Context: an optimization exercise on an open-source flow, tuned for small area. The choices shown serve that exercise and are no tape-out recipe.
Only simulation tests tie the RTL to the original design; equivalence was not proved.
Power figures rest on the tool's default switching activity, not on a simulated workload.

==> job 4947: inputs <==
==> flow/design.v <==
`timescale 1ns/1ps
module vga_pic(e, lo, seg, a, b, e_n, lo_n, seg_n, a_n, b_n, hsync, vsync, pix);
  input e;
  wire e;
  input [5:0] lo;
  wire [5:0] lo;
  input [3:0] seg;
  wire [3:0] seg;
  input [7:0] a;
  wire [7:0] a;
  input [1:0] b;
  wire [1:0] b;
  output e_n;
  wire e_n;
  output [5:0] lo_n;
  wire [5:0] lo_n;
  output [3:0] seg_n;
  wire [3:0] seg_n;
  output [7:0] a_n;
  wire [7:0] a_n;
  output [1:0] b_n;
  wire [1:0] b_n;
  output hsync;
  wire hsync;
  output vsync;
  wire vsync;
  output pix;
  wire pix;
  wire _000_;
  wire _001_;
  wire _002_;
  wire _003_;
  wire _004_;
  wire _005_;
  wire _006_;
  wire _007_;
  wire _008_;
  wire _009_;
  wire _010_;
  wire _011_;
  wire _012_;
  wire _013_;
  wire _014_;
  wire _015_;
  wire _016_;
  wire _017_;
  wire _018_;
  wire _019_;
  wire _020_;
  wire _021_;
  wire _022_;
  wire _023_;
  wire _024_;
  wire _025_;
  wire _026_;
  wire _027_;
  wire _028_;
  wire _029_;
  wire _030_;
  wire _031_;
  wire _032_;
  wire _033_;
  wire _034_;
  wire _035_;
  wire _036_;
  wire _037_;
  wire _038_;
  wire _039_;
  wire _040_;
  wire _041_;
  wire _042_;
  wire _043_;
  wire _044_;
  wire _045_;
  wire _046_;
  wire _047_;
  wire _048_;
  wire _049_;
  wire _050_;
  wire _051_;
  wire _052_;
  wire _053_;
  wire _054_;
  wire _055_;
  wire _056_;
  wire _057_;
  wire _058_;
  wire _059_;
  wire _060_;
  wire _061_;
  wire _062_;
  wire _063_;
  wire _064_;
  wire _065_;
  wire _066_;
  wire _067_;
  wire _068_;
  wire _069_;
  wire _070_;
  wire _071_;
  wire _072_;
  wire _073_;
  wire _074_;
  wire _075_;
  wire _076_;
  wire _077_;
  wire _078_;
  wire _079_;
  wire _080_;
  wire _081_;
  wire _082_;
  wire _083_;
  wire _084_;
  wire _085_;
  wire _086_;
  wire _087_;
  wire _088_;
  wire _089_;
  wire _090_;
  wire _091_;
  wire _092_;
  wire _093_;
  wire _094_;
  wire _095_;
  wire _096_;
  wire _097_;
  wire _098_;
  wire _099_;
  wire _100_;
  wire _101_;
  wire _102_;
  wire _103_;
  wire _104_;
  wire _105_;
  wire _106_;
  wire _107_;
  wire _108_;
  wire _109_;
  wire _110_;
  wire _111_;
  wire _112_;
  wire _113_;
  wire _114_;
  wire _115_;
  wire _116_;
  wire _117_;
  wire _118_;
  wire _119_;
  wire _120_;
  wire _121_;
  wire _122_;
  wire _123_;
  wire _124_;
  wire _125_;
  wire _126_;
  wire _127_;
  wire _128_;
  wire _129_;
  wire _130_;
  wire _131_;
  wire _132_;
  wire _133_;
  wire _134_;
  wire _135_;
  wire _136_;
  wire _137_;
  wire _138_;
  wire _139_;
  wire _140_;
  wire _141_;
  wire _142_;
  wire _143_;
  wire _144_;
  wire _145_;
  wire _146_;
  wire _147_;
  wire _148_;
  wire _149_;
  wire _150_;
  wire _151_;
  wire _152_;
  wire _153_;
  wire _154_;
  wire _155_;
  wire _156_;
  wire _157_;
  wire _158_;
  wire _159_;
  wire b2;
  wire [6:0] lo_i;
  wire right;
  wire [4:0] seg_i;
  assign _116_ = ~(a[0] & a[1]);
  assign _117_ = lo[5] & lo[4];
  assign _118_ = ~seg[0];
  assign _119_ = _117_ & ~(_118_);
  assign _120_ = lo[1] & lo[2];
  assign _121_ = lo[0] & e;
  assign _122_ = _120_ & _121_;
  assign _123_ = ~lo[3];
  assign _124_ = _122_ & ~(_123_);
  assign _125_ = ~(_119_ & _124_);
  assign _126_ = ~(seg[2] & seg[3]);
  assign _127_ = ~seg[1];
  assign _128_ = _126_ | _127_;
  assign _129_ = ~(_125_ | _128_);
  assign _130_ = ~(_129_ & b[1]);
  assign _131_ = ~(_116_ | _130_);
  assign _132_ = a[3] & a[4];
  assign _133_ = ~(_132_ & a[2]);
  assign _134_ = _131_ & ~(_133_);
  assign _135_ = _134_ & a[5];
  assign _136_ = ~(a[6] & a[0]);
  assign _137_ = ~a[7];
  assign _138_ = _136_ | _137_;
  assign _139_ = a[1] | ~(a[5]);
  assign _140_ = ~(_138_ | _139_);
  assign _141_ = ~a[2];
  assign _142_ = a[3] | a[4];
  assign _143_ = _141_ & ~(_142_);
  assign _144_ = ~(_140_ & _143_);
  assign _145_ = ~(b[0] | b[1]);
  assign _146_ = ~(_145_ & _129_);
  assign _147_ = ~(_144_ | _146_);
  assign _148_ = ~(_147_ | _135_);
  assign a_n[6] = a[6] ? _148_ : _135_;
  assign a_n[5] = _134_ ^ a[5];
  assign _149_ = a[2] & a[3];
  assign _150_ = ~(_149_ & _131_);
  assign _151_ = ~a[4];
  assign _152_ = _151_ & ~(_147_);
  assign a_n[4] = ~((_150_ & _152_) | _134_);
  assign _153_ = ~((_131_ & a[2]) | a[3]);
  assign a_n[3] = _150_ & ~(_153_);
  assign a_n[2] = _131_ ^ a[2];
  assign _154_ = ~a[0];
  assign _155_ = _130_ | _154_;
  assign _156_ = _147_ | ~(_155_);
  assign a_n[1] = a[1] ? _155_ : _156_;
  assign a_n[0] = ~((_130_ & _154_) | _156_);
  assign b_n[0] = _129_ ? _145_ : b[0];
  assign _157_ = seg[1] & ~(_125_);
  assign seg_n[2] = _157_ ^ seg[2];
  assign _158_ = ~(_157_ & seg[2]);
  assign _159_ = ~seg[3];
  assign seg_n[3] = ~((_158_ & _159_) | _129_);
  assign _000_ = ~_117_;
  assign _001_ = _124_ & ~(_000_);
  assign seg_n[0] = _001_ ^ seg[0];
  assign _002_ = ~(lo[4] & lo[3]);
  assign _003_ = _122_ & ~(_002_);
  assign lo_n[5] = _003_ ^ lo[5];
  assign lo_n[0] = lo[0] ^ e;
  assign _004_ = lo[5] ^ lo[2];
  assign _005_ = lo[5] ^ lo[3];
  assign _006_ = ~((_004_ | _141_) & _005_);
  assign _007_ = ~(b[0] & b[1]);
  assign _008_ = _007_ & ~(seg[0]);
  assign _009_ = ~(_008_ & _151_);
  assign _010_ = ~(_004_ | _005_);
  assign _011_ = lo[3] & ~(lo[0]);
  assign _012_ = _010_ & ~(_011_);
  assign _013_ = ~(_009_ | _012_);
  assign _014_ = ~((_006_ | a[3]) & _013_);
  assign _015_ = a[2] ^ lo[2];
  assign _016_ = ~lo[1];
  assign _017_ = a[1] ? _016_ : lo[5];
  assign _018_ = ~((_154_ & lo[0]) | lo[5]);
  assign _019_ = lo[1] & ~(a[1]);
  assign _020_ = _018_ & ~(_019_);
  assign _021_ = lo[0] & ~(lo[5]);
  assign _022_ = _021_ | _154_;
  assign _023_ = lo[0] & ~(_022_);
  assign _024_ = a[1] ^ lo[1];
  assign _025_ = ~(_023_ & _024_);
  assign _026_ = ~((_017_ | _020_) & _025_);
  assign _027_ = _015_ ^ _026_;
  assign _028_ = lo[1] | lo[2];
  assign _029_ = _011_ & ~(_028_);
  assign _030_ = _005_ & b[1];
  assign _031_ = _029_ | ~(_030_);
  assign _032_ = ~(a[0] | a[1]);
  assign _033_ = b[1] & ~(b[0]);
  assign _034_ = _116_ | ~(_033_);
  assign _035_ = ~(_034_ & _149_);
  assign _036_ = ~((_032_ & _145_) | _035_);
  assign _037_ = _031_ & ~(_036_);
  assign _038_ = ~lo[0];
  assign _039_ = _154_ ? _038_ : _021_;
  assign _040_ = _024_ ? _023_ : _039_;
  assign _041_ = ~((_037_ & _040_) | (_006_ & a[3]));
  assign _042_ = _027_ & ~(_041_);
  assign _043_ = _014_ | _042_;
  assign _044_ = _149_ | ~(_145_);
  assign _045_ = _040_ & ~(_044_);
  assign _046_ = ~(lo[1] | lo[3]);
  assign _047_ = ~((_046_ | a[1]) & _005_);
  assign _048_ = ~((_045_ & _047_) | _027_);
  assign _049_ = a[4] & ~(_145_);
  assign _050_ = _116_ | ~(_049_);
  assign _051_ = a[2] & ~(_050_);
  assign _052_ = ~((_051_ & _010_) | _132_);
  assign _053_ = _052_ | _118_;
  assign _054_ = lo[5] & lo[3];
  assign _055_ = ~((_054_ & _120_) | _117_);
  assign _056_ = _055_ & ~(seg[1]);
  assign _057_ = ~(lo[5] | lo[2]);
  assign _058_ = ~(lo[5] | lo[4]);
  assign _059_ = ~((_057_ & _046_) | _058_);
  assign _060_ = ~(_056_ & _059_);
  assign _061_ = _053_ & ~(_060_);
  assign _062_ = ~((_043_ | _048_) & _061_);
  assign _063_ = ~(lo[1] & lo[0]);
  assign _064_ = ~lo[2];
  assign _065_ = ~((_063_ & _064_) | _002_);
  assign _066_ = seg[0] & ~(_065_);
  assign _067_ = ~((lo[0] & lo[2]) | lo[4]);
  assign _068_ = _123_ & ~(_120_);
  assign _069_ = ~(_067_ & _068_);
  assign _070_ = _118_ & ~(_132_);
  assign _071_ = _070_ & ~(_036_);
  assign _072_ = ~((_149_ & a[1]) | a[4]);
  assign _073_ = _072_ ? _059_ : _055_;
  assign _074_ = ~((_066_ & _069_) | (_071_ & _073_));
  assign _075_ = _143_ | _127_;
  assign _076_ = _074_ | _075_;
  assign _077_ = ~(_058_ | _117_);
  assign _078_ = ~_010_;
  assign _079_ = _142_ | ~(_032_);
  assign _080_ = _079_ | b[1];
  assign _081_ = ~(_051_ & _008_);
  assign _082_ = ~((_077_ & _078_) | (_080_ & _081_));
  assign _083_ = ~((_081_ | b[1]) & _029_);
  assign _084_ = _082_ & _083_;
  assign _085_ = _033_ | a[2];
  assign _086_ = ~((_085_ | _079_) & (_077_ | _005_));
  assign _087_ = seg[3] & a[7];
  assign _088_ = _087_ & ~(seg[2]);
  assign _089_ = a[6] | a[5];
  assign _090_ = _088_ & ~(_089_);
  assign _091_ = ~(_090_ & _133_);
  assign _092_ = _086_ | _091_;
  assign _093_ = a[3] & ~(_050_);
  assign _094_ = ~(_092_ | _093_);
  assign _095_ = ~((_076_ | _084_) & _094_);
  assign pix = _062_ & ~(_095_);
  assign _096_ = a[2] | ~(a[1]);
  assign _097_ = a[3] | ~(a[5]);
  assign _098_ = _096_ | _097_;
  assign _099_ = _007_ & ~(_098_);
  assign _100_ = a[6] | a[0];
  assign _101_ = _137_ & ~(_100_);
  assign _102_ = ~(_101_ & _049_);
  assign vsync = _099_ & ~(_102_);
  assign _103_ = _068_ | ~(_119_);
  assign _104_ = seg[2] | seg[3];
  assign _105_ = _104_ | _127_;
  assign hsync = _103_ & ~(_105_);
  assign _106_ = a[6] & ~(_148_);
  assign a_n[7] = _106_ ^ a[7];
  assign b_n[1] = _129_ ? b[0] : b[1];
  assign _107_ = _125_ ^ _127_;
  assign seg_n[1] = _107_ | ~(_128_);
  assign _108_ = _124_ ^ lo[4];
  assign _109_ = _001_ & ~(_128_);
  assign lo_n[4] = _108_ | _109_;
  assign _110_ = _109_ & ~(seg[0]);
  assign _111_ = _122_ ^ lo[3];
  assign lo_n[3] = _110_ | _111_;
  assign _112_ = _121_ & ~(_016_);
  assign _113_ = ~_122_;
  assign _114_ = ~((_112_ | lo[2]) & (_001_ | _113_));
  assign lo_n[2] = ~(_114_ | _129_);
  assign _115_ = _121_ ^ lo[1];
  assign lo_n[1] = _115_ | _109_;
  assign e_n = ~e;
  assign right = lo[5];
  assign b2 = b[1];
  assign { seg_i[3:2], seg_i[0] } = { seg_n[3:2], seg_n[0] };
  assign { lo_i[5], lo_i[0] } = { lo_n[5], lo_n[0] };
endmodule
`timescale 1ns/1ps
module vga_colorbar(
    input  wire        sys_clk,
    input  wire        sys_rst_n,
    output wire        hsync,
    output wire        vsync,
    output wire [15:0] rgb
);
reg        e;
reg [5:0]  lo;
reg [3:0]  seg;
reg [7:0]  a;
reg [1:0]  b;
wire       e_n;
wire [5:0] lo_n;
wire [3:0] seg_n;
wire [7:0] a_n;
wire [1:0] b_n;
wire       pix;
vga_pic logic_inst (
    .e(e), .lo(lo), .seg(seg), .a(a), .b(b),
    .e_n(e_n), .lo_n(lo_n), .seg_n(seg_n), .a_n(a_n), .b_n(b_n),
    .hsync(hsync), .vsync(vsync), .pix(pix)
);
always @(posedge sys_clk or negedge sys_rst_n) begin
    if (!sys_rst_n) begin
        e   <= 1'b1;
        lo  <= 6'd18;
        seg <= 4'd2;
        a   <= 8'd50;
        b   <= 2'd1;
    end else begin
        e   <= e_n;
        lo  <= lo_n;
        seg <= seg_n;
        a   <= a_n;
        b   <= b_n;
    end
end
assign rgb = {16{pix}};
endmodule
==> flow/flow/run.sh <==
#!/bin/bash
# Layout flow: the standard flow (standard.sh), with two changes:
#  - synthesis is the standard flow's own script (synth_recipe.tcl), except that ABC maps
#    the logic with an area-oriented script (area.abc) instead of ORFS's
#    delay-oriented one, and Yosys's half/full-adder extraction is skipped so
#    that ABC sees all the logic; the registers, their names and cell types
#    are those of the standard synthesis;
#  - the port buffers are sky130_fd_sc_hd__buf_1.
# ORFS writes each tool's log under orfs/logs; make's output is in flow_make.log.
set -euo pipefail
W=$(pwd)
export MY_FLOW_DIR="$W/flow"
bash standard.sh "SYNTH_SCRIPT=$W/flow/my_synth.tcl" \
    "BUFFER_PORTS_ARGS=-buffer_cell sky130_fd_sc_hd__buf_1" finish > "$W/flow_make.log" 2>&1
==> flow/flow/area.abc <==
strash
dch -f
amap
topo
==> flow/flow/my_synth.tcl <==
# The standard flow's synthesis script (synth_recipe.tcl) with two changes: ABC runs
# flow/area.abc (area-oriented mapping) instead of ORFS's script, and
# extract_fa (half/full-adder extraction) is skipped.
proc abc {args} {
  set i [lsearch -exact $args -script]
  if { $i >= 0 } {
    lset args [expr { $i + 1 }] $::env(MY_FLOW_DIR)/area.abc
  }
  puts "abc (area script): $args"
  yosys abc {*}$args
}
proc extract_fa {args} {
  puts "extract_fa skipped"
}
source $::env(MY_FLOW_DIR)/../synth_recipe.tcl
==> flow/standard.sh <==
#!/bin/bash
# synth_recipe.tcl (not shown) runs the flow's synth.tcl, then flattens the netlist and writes it again
# the make line also repeats each setting of config.mk as NAME=value (left out here)
make -C /OpenROAD-flow-scripts/flow DESIGN_CONFIG=/design/flow/config.mk WORK_HOME=/design/flow/orfs CLKGATE_MAP_FILE= SYNTH_SCRIPT=/design/flow/synth_recipe.tcl "${@:-finish}"
==> flow/config.mk <==
export PLATFORM = sky130hd
export DESIGN_NAME = vga_colorbar
export DESIGN_NICKNAME = vga_colorbar
export VERILOG_FILES = /design/flow/design.v
export SDC_FILE = /design/flow/constraint.sdc
export NUM_CORES = 4
export LEC_CHECK = 0
export CAP_MARGIN = 20
export CORE_AREA = 2.3 2.72 59.8 59.84
export DIE_AREA = 0 0 62 62
export SLEW_MARGIN = 20
==> flow/constraint.sdc <==
create_clock -name core_clock -period 20.0 [get_ports {sys_clk}]
set_input_delay 4.0000 -clock core_clock [delete_from_list [all_inputs] [get_ports {sys_clk}]]
set_output_delay 4.0000 -clock core_clock [all_outputs]
set_load 0.01 [all_outputs]
==> job 6934: changes against job 4947 <==
--- a/flow/flow/run.sh
+++ b/flow/flow/run.sh
@@ -13,2 +13,3 @@
 bash standard.sh "SYNTH_SCRIPT=$W/flow/my_synth.tcl" \
-    "BUFFER_PORTS_ARGS=-buffer_cell sky130_fd_sc_hd__buf_1" finish > "$W/flow_make.log" 2>&1
+    "BUFFER_PORTS_ARGS=-buffer_cell sky130_fd_sc_hd__buf_1" \
+    "CTS_ARGS=-repair_clock_nets -root_buf sky130_fd_sc_hd__clkbuf_16 -buf_list sky130_fd_sc_hd__clkbuf_16" finish > "$W/flow_make.log" 2>&1
==> job 316: changes against job 4947 <==
--- a/flow/flow/run.sh
+++ b/flow/flow/run.sh
@@ -13,2 +13,3 @@
 bash standard.sh "SYNTH_SCRIPT=$W/flow/my_synth.tcl" \
-    "BUFFER_PORTS_ARGS=-buffer_cell sky130_fd_sc_hd__buf_1" finish > "$W/flow_make.log" 2>&1
+    "BUFFER_PORTS_ARGS=-buffer_cell sky130_fd_sc_hd__buf_1" \
+    "CTS_ARGS=-repair_clock_nets -root_buf sky130_fd_sc_hd__clkbuf_8 -buf_list sky130_fd_sc_hd__clkbuf_8 -sink_clustering_enable -sink_clustering_size 25 -sink_clustering_max_diameter 200 -sink_clustering_levels 1" finish > "$W/flow_make.log" 2>&1
==> out/results.txt <==
M2 GR Usage: 30.1%
P per Cell Area: 56.2 mW/mm2
Wire length on met3: 206 um
Met3 usage: 3.52%
Status: timing/DRC/antenna clean
Data buffer area share: 5.17%
Lkg Pwr: 0.546 nW
# the run above: job 6934

==> out/results.txt <==
Status: timing/DRC/antenna clean
Data buffer area share: 5.36%
Lkg Pwr: 0.519 nW
P per Cell Area: 43.6 mW/mm2
# the run above: job 4947

==> out/results.txt <==
Status: timing/DRC/antenna clean
Data buffer area share: 5.29%
Met3 usage: 2.90%
Wire length on met3: 153 um
# the run above: job 316

==> re-timing with driven ports <==
How much do the figures lean on ideal ports? The routed layouts below were timed once more, with nothing changed but the port constraints. Step 1 sets driving cells, clkbuf_16 on the clock port and buf_2 on the other inputs (assumed; they add their load-dependent delay and slew). Step 2, shift: input delay + t, output delay - t, t = (earliest + latest rising clock arrival at the registers) / 2. This alone moves slack from input paths to output paths. a / b / c = ideal ports / drivers / drivers and shift; a / b = the first two.
run	t (ns)	slack for setup (ns)	worst setup path at the end	latest minus earliest clock arrival (ns)
job 4947	0.329	13.124 / 13.100 / 13.429	register to output	0.004 / 0.003
job 6934	0.283	13.177 / 13.145 / 13.429	register to output	0.002 / 0.001
job 316	0.282	13.172 / 13.150 / 13.432	register to output	0.001 / 0.002
After both steps every run listed still meets setup and hold.
